Background: an optimization exercise with open tools, aiming at small area. Do not read the settings as production practice. Function was checked by simulation only, so behaviour that the tests miss may differ from the original.

==> module life_rule2, before the edit <==
module life_rule2(input logic [2:0] tn,
                  input logic [1:0] wln, wrn,
                  input logic xan, xbn,
                  output logic ya, yb);
    logic [3:0] sa, sb;
    assign sa = 4'd9 - {1'b0, tn} - {2'b0, wln};
    assign sb = 4'd9 - {1'b0, tn} - {2'b0, wrn};
    assign ya = (sa == 4'd3) | (~xan & (sa == 4'd4));
    assign yb = (sb == 4'd3) | (~xbn & (sb == 4'd4));
endmodule
export LEC_CHECK = 0
export CAP_MARGIN = 20
export CORE_MARGIN = 2
export CORE_UTILIZATION = 40
export CTS_BUF_LIST = sky130_fd_sc_hd__clkbuf_8
export CTS_CLUSTER_SIZE = 20
export SLEW_MARGIN = 20
export SYNTH_HIERARCHICAL = 1
create_clock -name core_clock -period 6.0 [get_ports {clk}]
standard.sh (not shown) runs the stock make flow with config.mk's settings and CLKGATE_MAP_FILE= SYNTH_SCRIPT=/design/flow/synth_recipe.tcl, a recipe that flattens the netlist after the stock synthesis.
==> flow/flow/run.sh <==
#!/bin/bash
# Own layout flow: the standard ORFS flow, with two changes.
#  1. Synthesis is the standard script (flow/synth.tcl is synth_recipe.tcl
#     plus two wrappers): ABC maps with flow/abc.script, an area-oriented
#     script, instead of ORFS's delay-driven one, and Yosys's full-adder
#     extraction only runs on the adder modules (life_fa, life_ha).
#  2. Ports are buffered with buf_1 instead of the cell buffer_ports picks.
# Every tool's output goes to a log file in the work folder.
set -euo pipefail
W=$(pwd)
export MY_ABC_SCRIPT=$W/flow/abc.script
export MY_FA_SEL="life_fa life_ha"
bash standard.sh SYNTH_SCRIPT=$W/flow/synth.tcl synth > $W/synth.log 2>&1
bash standard.sh "BUFFER_PORTS_ARGS=-buffer_cell sky130_fd_sc_hd__buf_1" finish > $W/layout.log 2>&1
test -f out/final.def
==> flow/flow/abc.script <==
strash; &get -n; &deepsyn -T 30; &put; dch -f; amap; topo
==> flow/flow/synth.tcl <==
proc synth {args} { yosys synth -nofsm -noshare {*}$args }
proc abc {args} {
  if {[info exists ::env(MY_ABC_SCRIPT)]} {
    set i [lsearch -exact $args -script]
    if {$i >= 0} { set args [lreplace $args [expr {$i+1}] [expr {$i+1}] $::env(MY_ABC_SCRIPT)] }
    set i [lsearch -exact $args -D]
    if {$i >= 0} { set args [lreplace $args $i [expr {$i+1}]] }
  }
  yosys abc {*}$args
}
proc extract_fa {args} {
  if {[info exists ::env(MY_FA_SEL)]} {
    yosys extract_fa {*}$args {*}$::env(MY_FA_SEL)
  } else {
    yosys extract_fa {*}$args
  }
}
source $::env(SCRIPTS_DIR)/synth.tcl
# left out here: clear keep_hierarchy, flatten, clean up, hide names made inside functions, write 1_2_yosys.v
Edit:
--- a/flow/design.v
+++ b/flow/design.v
@@ -62,15 +62,28 @@
 endmodule
 module life_rule2(input logic [2:0] tn,
                   input logic [1:0] wln, wrn,
                   input logic xan, xbn,
                   output logic ya, yb);
-    logic [3:0] sa, sb;
-    assign sa = 4'd9 - {1'b0, tn} - {2'b0, wln};
-    assign sb = 4'd9 - {1'b0, tn} - {2'b0, wrn};
-    assign ya = (sa == 4'd3) | (~xan & (sa == 4'd4));
-    assign yb = (sb == 4'd3) | (~xbn & (sb == 4'd4));
+    logic n_t02, n_t2t1;
+    assign n_t02 = ~(tn[0] & tn[2]);
+    assign n_t2t1 = ~(tn[2] & ~tn[1]);
+    life_rule1 u_a(.tn(tn), .wn(wln), .xn(xan), .n_t02(n_t02), .n_t2t1(n_t2t1), .y(ya));
+    life_rule1 u_b(.tn(tn), .wn(wrn), .xn(xbn), .n_t02(n_t02), .n_t2t1(n_t2t1), .y(yb));
+endmodule
+module life_rule1(input logic [2:0] tn,
+                  input logic [1:0] wn,
+                  input logic xn, n_t02, n_t2t1,
+                  output logic y);
+    logic lo_none, lo_x, lo, hi_nb, hi, big_n;
+    assign lo_none = ~(wn[0] | tn[0]);
+    assign lo_x = ~(xn | lo_none);
+    assign lo = ~((wn[0] & tn[0]) | lo_x);
+    assign hi_nb = ~(wn[1] | n_t2t1);
+    assign hi = ~((tn[1] & n_t02 & wn[1]) | hi_nb);
+    assign big_n = ~(tn[2] & lo_none & hi);
+    assign y = ~((lo | hi) & big_n);
 endmodule
 module life_load(input logic reset, reset_n, init, y,
                  output logic d_n);
     assign d_n = ~((reset | y) & (reset_n | init));
 endmodule
Result:
- The changed run finished clean
- sequential share of layout area went up by 0.17 points
- synthesized area goes down by about 0.6%
- wire length decreases by 1.4%
- critical path depth grows by 2
- cell count climbs by 2.7%
- worst hold slack is worse by 20 ps
- register-to-register slack is better by 390 ps
- global-route usage came out higher by 0.16 points
- via count rises by 2.4%
- flip-flop and latch count stays the same
- count of clock-buffer cells in the layout is lower by 2

port drivers added, routing unchanged:
How much do the figures lean on ideal ports? The routed layouts below were timed once more, with nothing changed but the port constraints. Step 1 assumes that a clkbuf_16 drives the clock port and a buf_2 every other input. Step 2, shift: input delay + t, output delay - t, t = (earliest + latest rising clock arrival at the registers) / 2. This alone moves slack from input paths to output paths. Slacks: ideal / step 1 / step 2; pairs: ideal / step 1.
run | t (ns) | slack for setup (ns) | worst hold slack (ns) | worst data-port slew with drivers (ns)
the first run | 0.426 | 1.341 / 1.301 / 1.727 | 0.946 / 0.946 / 0.946 | 0.04
the second run | 0.417 | 1.655 / 1.611 / 2.029 | 0.926 / 0.926 / 0.926 | 0.04
After both steps setup and hold are still met in every run listed.
